What follows belongs to an exercise in optimizing a design on an open flow for small area and a short achievable clock period; a production flow would make more cautious choices. Where RTL was checked, it was by simulation tests only, not by an equivalence proof against the original. Power and IR drop assume default switching activity.

Design TIMER_TOP, start of the top module:
module TIMER_TOP (
	input  wire        sys_clk,
	input  wire        sys_rst_n,
	input  wire        tim_psel,
	input  wire        tim_write,
	input  wire        tim_penable,
	input  wire [11:0] tim_paddr,
	input  wire [31:0] tim_pwdata,
	output wire [31:0] tim_prdata,
	input  wire [3:0]  tim_pstrb,
	output wire        tim_pready,
	output wire        tim_int,
	input  wire        dbg_mode
);
For scale: ~190 flip-flops, ~88 I/O pins, roughly 0.0088 mm^2 of cells after synthesis.
==> flow/config.mk <==
export PLATFORM = sky130hd
export DESIGN_NAME = TIMER_TOP
export DESIGN_NICKNAME = TIMER_TOP
export VERILOG_FILES = /design/flow/design.v
export SDC_FILE = /design/flow/constraint.sdc
export NUM_CORES = 4
export LEC_CHECK = 0
export CAP_MARGIN = 20
export CORE_MARGIN = 2
export CORE_UTILIZATION = 40
export SETUP_SLACK_MARGIN = 2.8
export SLEW_MARGIN = 20
==> flow/constraint.sdc <==
create_clock -name core_clock -period 5.5 [get_ports {sys_clk}]
set_input_delay 1.1000 -clock core_clock [delete_from_list [all_inputs] [get_ports {sys_clk}]]
set_output_delay 1.1000 -clock core_clock [all_outputs]
set_load 0.01 [all_outputs]
standard.sh (not shown) runs the stock make flow with config.mk's settings and CLKGATE_MAP_FILE= SYNTH_SCRIPT=/design/flow/synth_recipe.tcl, a recipe that flattens the netlist after the stock synthesis.
==> flow/flow/run.sh <==
#!/bin/bash
set -euo pipefail
WD=$PWD
CLUSTER=$(cat flow/cts_cluster_size 2>/dev/null || echo 30)
CTS_EXTRA=$(cat flow/cts_extra 2>/dev/null || true)
export BUFFER_PORTS_ARGS="-buffer_cell sky130_fd_sc_hd__buf_1"
export CTS_ARGS="-sink_clustering_enable -repair_clock_nets -buf_list sky130_fd_sc_hd__clkbuf_8 -dont_use_dummy_load -sink_clustering_size $CLUSTER $CTS_EXTRA"
if [[ -f flow/abc.script ]]; then
  rm -rf "$WD/scripts_abc"
  cp -r "$FLOW_HOME/scripts" "$WD/scripts_abc"
  cp flow/abc.script "$WD/scripts_abc/abc_speed.script"
  bash standard.sh "SCRIPTS_DIR=$WD/scripts_abc" synth > synth_flow.log 2>&1
fi
bash standard.sh "BUFFER_PORTS_ARGS=$BUFFER_PORTS_ARGS" "CTS_ARGS=$CTS_ARGS" finish > standard_flow.log 2>&1
==> flow/flow/abc.script <==
&get -n
&st
&dch
&nf
&put
The starting point went through all stages and came out clean.
Next try:
--- a/flow/design.v
+++ b/flow/design.v
@@ -20,24 +20,32 @@
 			apb_wait <= 1'b0;
 			rdy_rd   <= 1'b0;
 			rdy_wr   <= 1'b0;
 		end else begin
 			apb_wait <= tim_psel & ~tim_penable;
 			rdy_rd   <= apb_wait & ~tim_write;
 			rdy_wr   <= apb_wait &  tim_write;
 		end
 	end
 	assign tim_pready = rdy_rd | rdy_wr;
 	reg sel_tcr, sel_tdr0, sel_tdr1, sel_tcmp0, sel_tcmp1, sel_tier, sel_tisr, sel_thcsr;
 	wire addr_hi0 = (tim_paddr[11:5] == 7'd0) & (tim_paddr[1:0] == 2'd0);
+	wire sel_tcr_d   = addr_hi0 & (tim_paddr[4:2] == 3'd0);
+	wire sel_tdr0_d  = addr_hi0 & (tim_paddr[4:2] == 3'd1);
+	wire sel_tdr1_d  = addr_hi0 & (tim_paddr[4:2] == 3'd2);
+	wire sel_tcmp0_d = addr_hi0 & (tim_paddr[4:2] == 3'd3);
+	wire sel_tcmp1_d = addr_hi0 & (tim_paddr[4:2] == 3'd4);
+	wire sel_tier_d  = addr_hi0 & (tim_paddr[4:2] == 3'd5);
+	wire sel_tisr_d  = addr_hi0 & (tim_paddr[4:2] == 3'd6);
+	wire sel_thcsr_d = addr_hi0 & (tim_paddr[4:2] == 3'd7);
 	wire [31:0] wdata = tim_pwdata & {{8{tim_pstrb[3]}}, {8{tim_pstrb[2]}}, {8{tim_pstrb[1]}}, {8{tim_pstrb[0]}}};
 	wire we_tcr   = rdy_wr & sel_tcr;
 	wire we_tdr0  = rdy_wr & sel_tdr0;
 	wire we_tdr1  = rdy_wr & sel_tdr1;
 	wire we_tcmp0 = rdy_wr & sel_tcmp0;
 	wire we_tcmp1 = rdy_wr & sel_tcmp1;
 	wire we_tier  = rdy_wr & sel_tier;
 	wire we_tisr  = rdy_wr & sel_tisr;
 	wire we_thcsr = rdy_wr & sel_thcsr;
 	reg       timer_en;
 	reg       div_en;
 	reg [3:0] div_val;
@@ -170,37 +178,35 @@
 	end
 	wire [31:0] tcmp0 = ~tcmp0_n, tcmp1 = ~tcmp1_n;
 	wire cmp = ({tcmp1, tcmp0} == {cnt_hi, cnt_lo});
 	always @(posedge sys_clk or negedge sys_rst_n) begin
 		if (~sys_rst_n) begin
 			int_st <= 1'b0;
 		end else if (we_tisr & wdata[0]) begin
 			int_st <= 1'b0;
 		end else if (int_en & cmp) begin
 			int_st <= 1'b1;
 		end
 	end
-	wire sel_tcr_d   = addr_hi0 & (tim_paddr[4:2] == 3'd0);
-	wire sel_tdr0_d  = addr_hi0 & (tim_paddr[4:2] == 3'd1);
-	wire sel_tdr1_d  = addr_hi0 & (tim_paddr[4:2] == 3'd2);
-	wire sel_tcmp0_d = addr_hi0 & (tim_paddr[4:2] == 3'd3);
-	wire sel_tcmp1_d = addr_hi0 & (tim_paddr[4:2] == 3'd4);
-	wire sel_tier_d  = addr_hi0 & (tim_paddr[4:2] == 3'd5);
-	wire sel_tisr_d  = addr_hi0 & (tim_paddr[4:2] == 3'd6);
-	wire sel_thcsr_d = addr_hi0 & (tim_paddr[4:2] == 3'd7);
-	wire int_st_nw   = int_st | (int_en & cmp);
-	reg [31:0] rd_q;
-	reg        rd_halt_q;
-	always @(posedge sys_clk) begin
-		rd_q <=
-			  ({32{sel_tcr_d}}   & {20'd0, div_val, 6'd0, div_en, timer_en})
-			| ({32{sel_tdr0_d}}  & cnt_inc[31:0])
-			| ({32{sel_tdr1_d}}  & cnt_inc[63:32])
-			| ({32{sel_tcmp0_d}} & ~tcmp0_n)
-			| ({32{sel_tcmp1_d}} & ~tcmp1_n)
-			| ({32{sel_tier_d}}  & {31'd0, int_en})
-			| ({32{sel_tisr_d}}  & {31'd0, int_st_nw})
-			| ({32{sel_thcsr_d}} & {31'd0, halt_req});
-		rd_halt_q <= sel_thcsr_d & halt_req;
-	end
-	assign tim_prdata = {rd_q[31:2], rd_q[1] | (rd_halt_q & dbg_mode), rd_q[0]};
+	reg rd1_q, rd1_halt_q;
+	always @(posedge sys_clk) begin
+		rd1_q <= (sel_tcr_d & div_en) | (sel_tdr0_d & cnt_inc[1]) | (sel_tdr1_d & cnt_inc[33])
+		       | (sel_tcmp0_d & ~tcmp0_n[1]) | (sel_tcmp1_d & ~tcmp1_n[1]);
+		rd1_halt_q <= sel_thcsr_d & halt_req;
+	end
+	assign tim_prdata[31:2] =
+		  ({30{sel_tcr}}   & {20'd0, div_val, 6'd0})
+		| ({30{sel_tdr0}}  & cnt_lo[31:2])
+		| ({30{sel_tdr1}}  & cnt_hi[31:2])
+		| ({30{sel_tcmp0}} & tcmp0[31:2])
+		| ({30{sel_tcmp1}} & tcmp1[31:2]);
+	assign tim_prdata[1] = rd1_q | (rd1_halt_q & dbg_mode);
+	assign tim_prdata[0] =
+		  (sel_tcr   & timer_en)
+		| (sel_tdr0  & cnt_lo[0])
+		| (sel_tdr1  & cnt_hi[0])
+		| (sel_tcmp0 & tcmp0[0])
+		| (sel_tcmp1 & tcmp1[0])
+		| (sel_tier  & int_en)
+		| (sel_tisr  & int_st)
+		| (sel_thcsr & halt_req);
 endmodule
What happened: Combinational power went down by 34%; critical path depth went down by 3; total power went down by 14%; worst setup slack gets worse by 370 ps; utilization went up by 3.4 points; synthesized cell count went down by 7.2%; clock-buffer cell count does not change; non-clock buffer count went up by 4; routed wire length went down by 11%.
Only the layout flow was run in the second run of this note; the RTL was not checked for function there.

## red
Another version of the RTL of TIMER_TOP (not shown whole).
Size in the first run: ~88 I/O pins, about 9300 um^2 of cells after synthesis.
Settings: LEC_CHECK=0, CAP_MARGIN=20, CORE_MARGIN=2, CORE_UTILIZATION=40, SETUP_SLACK_MARGIN=2.9, SLEW_MARGIN=20; clock period 5.5 ns.
==> flow/flow/abc.script <==
&get -n
&st
&syn2
&dch
&nf
&put
Scripts as last shown in full above: flow/flow/run.sh
red finished end to end and its layout was clean on timing, DRC and antenna.
Input changes introduced in blue (baseline for comparison: red):
--- a/flow/design.v
+++ b/flow/design.v
@@ -112,22 +112,28 @@
 		sel_tcr   <= sel_tcr_d;
 		sel_tdr0  <= sel_tdr0_d;
 		sel_tdr1  <= sel_tdr1_d;
 		sel_tcmp0 <= sel_tcmp0_d;
 		sel_tcmp1 <= sel_tcmp1_d;
 		sel_tier  <= sel_tier_d;
 		sel_tisr  <= sel_tisr_d;
 		sel_thcsr <= sel_thcsr_d;
 	end
+	reg out_of_reset;
+	always @(posedge sys_clk or negedge sys_rst_n) begin
+		if (~sys_rst_n)
+			out_of_reset <= 1'b0;
+		else
+			out_of_reset <= 1'b1;
+	end
 	reg timer_en_d;
 	reg [31:0] cnt_lo, cnt_hi;
-	wire clr = timer_en_d & ~timer_en;
-	wire lo_ones = &cnt_lo;
+	wire clr = (timer_en_d & ~timer_en) | ~out_of_reset;
 	always @(posedge sys_clk) begin
 		timer_en_d <= timer_en;
 	end
 	wire [63:0] cnt = {cnt_hi, cnt_lo};
 	wire [63:0] ones_below;    
 	wire [7:0]  blk_ones;      
 	genvar bi, bk;
 	generate
 		for (bi = 0; bi < 8; bi = bi + 1) begin : g_blk
@@ -137,33 +143,30 @@
 					assign ones_below[0] = 1'b1;
 				else if (bk == 0)
 					assign ones_below[8*bi] = &blk_ones[bi-1:0];
 				else
 					assign ones_below[8*bi+bk] = ones_below[8*bi] & (&cnt[8*bi+bk-1:8*bi]);
 			end
 		end
 	endgenerate
 	wire [63:0] cnt_inc = cnt ^ ({64{cnt_en}} & ones_below);
-	always @(posedge sys_clk or negedge sys_rst_n) begin
-		if (~sys_rst_n) begin
+	always @(posedge sys_clk) begin
+		if (clr) begin
 			cnt_lo <= 32'd0;
 			cnt_hi <= 32'd0;
-		end else if (clr) begin
-			cnt_lo <= 32'd0;
-			cnt_hi <= 32'd0;
 		end else begin
 			cnt_lo <= we_tdr0 ? wdata : cnt_inc[31:0];
 			cnt_hi <= we_tdr1 ? wdata : cnt_inc[63:32];
 		end
 	end
 	reg [31:0] tcmp0_n, tcmp1_n;
-	always @(posedge sys_clk or negedge sys_rst_n) begin
-		if (~sys_rst_n) begin
+	always @(posedge sys_clk) begin
+		if (~out_of_reset) begin
 			tcmp0_n <= 32'h0;
 			tcmp1_n <= 32'h0;
 		end else begin
 			if (we_tcmp0) tcmp0_n <= ~wdata;
 			if (we_tcmp1) tcmp1_n <= ~wdata;
 		end
 	end
 	wire [31:0] tcmp0 = ~tcmp0_n, tcmp1 = ~tcmp1_n;
 	wire cmp = ({tcmp1, tcmp0} == {cnt_hi, cnt_lo});
==> comparison <==
- Looking only at proportion of synthesized flip-flops having asynchronous set or reset, and setting everything else aside, the lower value of blue and red goes to blue.
- The higher smallest hold slack of blue and red is in blue.
- Relative to red, the measured slew at the worst slew-check pin of blue is higher by 0.13 ns.
- The number of fill cells of blue is lower than that of red.
- blue gives more critical path depth than red did.
- Post-layout total power, blue vs red: down slightly
- Delta(number of sequential cells, blue - red) > 0
- blue vs. red: static power due to leakage went down, final worst slack now sits lower.
- Summary: with red as the reference, area after synthesis in blue moved down by a few percent.
- As of blue, ratio of total power to cell area had risen slightly compared to red.
- In the reports for blue and red, the larger synthesized cell count belongs to blue.
- Combinational power ends up higher on red.

## before
Another version of the RTL of TIMER_TOP (not shown whole).
Size: about 180 flip-flops, roughly 88 I/O pins.
==> flow/config.mk <==
export PLATFORM = sky130hd
export DESIGN_NAME = TIMER_TOP
export DESIGN_NICKNAME = TIMER_TOP
export VERILOG_FILES = /design/flow/design.v
export SDC_FILE = /design/flow/constraint.sdc
export NUM_CORES = 4
export LEC_CHECK = 0
export CAP_MARGIN = 20
export CORE_MARGIN = 2
export CORE_UTILIZATION = 40
export CTS_BUF_LIST = sky130_fd_sc_hd__clkbuf_8
export SETUP_SLACK_MARGIN = 2.9
export SLEW_MARGIN = 20
==> flow/constraint.sdc <==
create_clock -name core_clock -period 5.5 [get_ports {sys_clk}]
set_input_delay 1.1000 -clock core_clock [delete_from_list [all_inputs] [get_ports {sys_clk}]]
set_output_delay 1.1000 -clock core_clock [all_outputs]
set_load 0.01 [all_outputs]
==> flow/flow/run.sh <==
#!/bin/bash
set -euo pipefail
export BUFFER_PORTS_ARGS="-buffer_cell sky130_fd_sc_hd__buf_1"
bash standard.sh "BUFFER_PORTS_ARGS=$BUFFER_PORTS_ARGS" finish > standard_flow.log 2>&1
Inputs modified between before and after:
diff --git a/flow/design.v b/flow/design.v
--- a/flow/design.v
+++ b/flow/design.v
@@ -22,34 +22,27 @@
 			rdy_wr   <= 1'b0;
 		end else begin
 			apb_wait <= tim_psel & ~tim_penable;
 			rdy_rd   <= apb_wait & ~tim_write;
 			rdy_wr   <= apb_wait &  tim_write;
 		end
 	end
 	assign tim_pready = rdy_rd | rdy_wr;
+	reg sel_tcr, sel_tdr0, sel_tdr1, sel_tcmp0, sel_tcmp1, sel_tier, sel_tisr, sel_thcsr;
 	wire addr_hi0 = (tim_paddr[11:5] == 7'd0) & (tim_paddr[1:0] == 2'd0);
-	wire sel_tcr_d   = addr_hi0 & (tim_paddr[4:2] == 3'd0);
-	wire sel_tdr0_d  = addr_hi0 & (tim_paddr[4:2] == 3'd1);
-	wire sel_tdr1_d  = addr_hi0 & (tim_paddr[4:2] == 3'd2);
-	wire sel_tcmp0_d = addr_hi0 & (tim_paddr[4:2] == 3'd3);
-	wire sel_tcmp1_d = addr_hi0 & (tim_paddr[4:2] == 3'd4);
-	wire sel_tier_d  = addr_hi0 & (tim_paddr[4:2] == 3'd5);
-	wire sel_tisr_d  = addr_hi0 & (tim_paddr[4:2] == 3'd6);
-	wire sel_thcsr_d = addr_hi0 & (tim_paddr[4:2] == 3'd7);
 	wire [31:0] wdata = tim_pwdata & {{8{tim_pstrb[3]}}, {8{tim_pstrb[2]}}, {8{tim_pstrb[1]}}, {8{tim_pstrb[0]}}};
-	wire we_tcr   = rdy_wr & sel_tcr_d;
-	wire we_tdr0  = rdy_wr & sel_tdr0_d;
-	wire we_tdr1  = rdy_wr & sel_tdr1_d;
-	wire we_tcmp0 = rdy_wr & sel_tcmp0_d;
-	wire we_tcmp1 = rdy_wr & sel_tcmp1_d;
-	wire we_tier  = rdy_wr & sel_tier_d;
-	wire we_tisr  = rdy_wr & sel_tisr_d;
-	wire we_thcsr = rdy_wr & sel_thcsr_d;
+	wire we_tcr   = rdy_wr & sel_tcr;
+	wire we_tdr0  = rdy_wr & sel_tdr0;
+	wire we_tdr1  = rdy_wr & sel_tdr1;
+	wire we_tcmp0 = rdy_wr & sel_tcmp0;
+	wire we_tcmp1 = rdy_wr & sel_tcmp1;
+	wire we_tier  = rdy_wr & sel_tier;
+	wire we_tisr  = rdy_wr & sel_tisr;
+	wire we_thcsr = rdy_wr & sel_thcsr;
 	reg       timer_en;
 	reg       div_en;
 	reg [3:0] div_val;
 	wire tcr_same   = {wdata[11:8], wdata[1]} == {div_val, div_en};
 	wire tcr_gt8    = wdata[11] & (|wdata[10:8]);
 	wire tcr_en_we  = we_tcr & tcr_same;
 	wire tcr_div_we = we_tcr & ~wdata[0] & ~timer_en & ~tcr_gt8;
 	always @(posedge sys_clk or negedge sys_rst_n) begin
@@ -110,16 +103,26 @@
 			p    <= 8'd0;
 			p_tc <= div_zero;
 		end else if (~halt_ack) begin
 			p    <= p_tc ? 8'd0 : p + 8'd1;
 			p_tc <= p_tc ? div_zero : p_before_tc;
 		end
 	end
 	wire cnt_en = timer_en & ~halt_ack & (~div_en | p_tc);
+	always @(posedge sys_clk) begin
+		sel_tcr   <= sel_tcr_d;
+		sel_tdr0  <= sel_tdr0_d;
+		sel_tdr1  <= sel_tdr1_d;
+		sel_tcmp0 <= sel_tcmp0_d;
+		sel_tcmp1 <= sel_tcmp1_d;
+		sel_tier  <= sel_tier_d;
+		sel_tisr  <= sel_tisr_d;
+		sel_thcsr <= sel_thcsr_d;
+	end
 	reg timer_en_d;
 	reg [31:0] cnt_lo, cnt_hi;
 	wire clr = timer_en_d & ~timer_en;
 	wire lo_ones = &cnt_lo;
 	always @(posedge sys_clk) begin
 		timer_en_d <= timer_en;
 	end
 	wire [63:0] cnt = {cnt_hi, cnt_lo};
@@ -168,16 +171,24 @@
 		if (~sys_rst_n) begin
 			int_st <= 1'b0;
 		end else if (we_tisr & wdata[0]) begin
 			int_st <= 1'b0;
 		end else if (int_en & cmp) begin
 			int_st <= 1'b1;
 		end
 	end
+	wire sel_tcr_d   = addr_hi0 & (tim_paddr[4:2] == 3'd0);
+	wire sel_tdr0_d  = addr_hi0 & (tim_paddr[4:2] == 3'd1);
+	wire sel_tdr1_d  = addr_hi0 & (tim_paddr[4:2] == 3'd2);
+	wire sel_tcmp0_d = addr_hi0 & (tim_paddr[4:2] == 3'd3);
+	wire sel_tcmp1_d = addr_hi0 & (tim_paddr[4:2] == 3'd4);
+	wire sel_tier_d  = addr_hi0 & (tim_paddr[4:2] == 3'd5);
+	wire sel_tisr_d  = addr_hi0 & (tim_paddr[4:2] == 3'd6);
+	wire sel_thcsr_d = addr_hi0 & (tim_paddr[4:2] == 3'd7);
 	wire int_st_nw   = int_st | (int_en & cmp);
 	reg [31:0] rd_q;
 	reg        rd_halt_q;
 	always @(posedge sys_clk) begin
 		rd_q <=
 			  ({32{sel_tcr_d}}   & {20'd0, div_val, 6'd0, div_en, timer_en})
 			| ({32{sel_tdr0_d}}  & cnt_inc[31:0])
 			| ({32{sel_tdr1_d}}  & cnt_inc[63:32])
Notes after the runs:
Switching part of the total (after over before): increase, 0.75 points. Portion of the clock cycle consumed by the worst path in the final layout: after vs before down 2.5 points. Final sequential cell count, before and after: lower on before. after: total placed instance area is 99 um^2 higher than what before reported. Per the comparison of after with before, XOR/XNOR share of the synthesized area now sits lower, total power now sits higher, power dissipated in sequential cells now sits higher, worst path arrival time now sits lower, maximum achievable frequency now sits higher. | count of pins on the block boundary | after vs before | ≈ equal |. Relative to before, the core outline area measured on after has increased by a few percent. In after the time the final worst path needs with I/O delays and setup turned out 140 ps lower than in before.
The RTL of before was laid out without a check of its function.

-- static timing again, ports no longer ideal --
Ports are ideal in the flow. The routed layouts listed here were re-timed in OpenROAD. Step 1 assumes that a clkbuf_16 drives the clock port and a buf_2 every other input. Step 2, shift: input delay + t, output delay - t, t = (earliest + latest rising clock arrival at the registers) / 2. This alone moves slack from input paths to output paths. Slacks: no drivers / after step 1 / after step 2; pairs: no drivers / after step 1.
| run | t (ns) | setup WS [ns] | worst setup path at the end | worst register clock-pin slew, ns |
|---|---|---|---|---|
| the first run of note 1 | 0.504 | 2.858 / 2.865 / 2.377 | input to register | 0.11 / 0.11 |
| the second run of note 1 | 0.491 | 2.491 / 2.450 / 2.464 | input to register | 0.10 / 0.10 |
| red | 0.506 | 2.894 / 2.850 / 2.469 | input to register | 0.11 / 0.11 |
| blue | 0.514 | 2.736 / 2.736 / 2.441 | input to register | 0.10 / 0.10 |
| before | 0.524 | 2.762 / 2.787 / 2.263 | input to register | 0.11 / 0.11 |
| after | 0.521 | 2.899 / 2.891 / 2.428 | input to register | 0.11 / 0.11 |
After both steps every run listed still meets setup and hold. The setup slack of before, which loses most, moves by +0.025 ns with the drivers and by -0.499 ns with both steps.
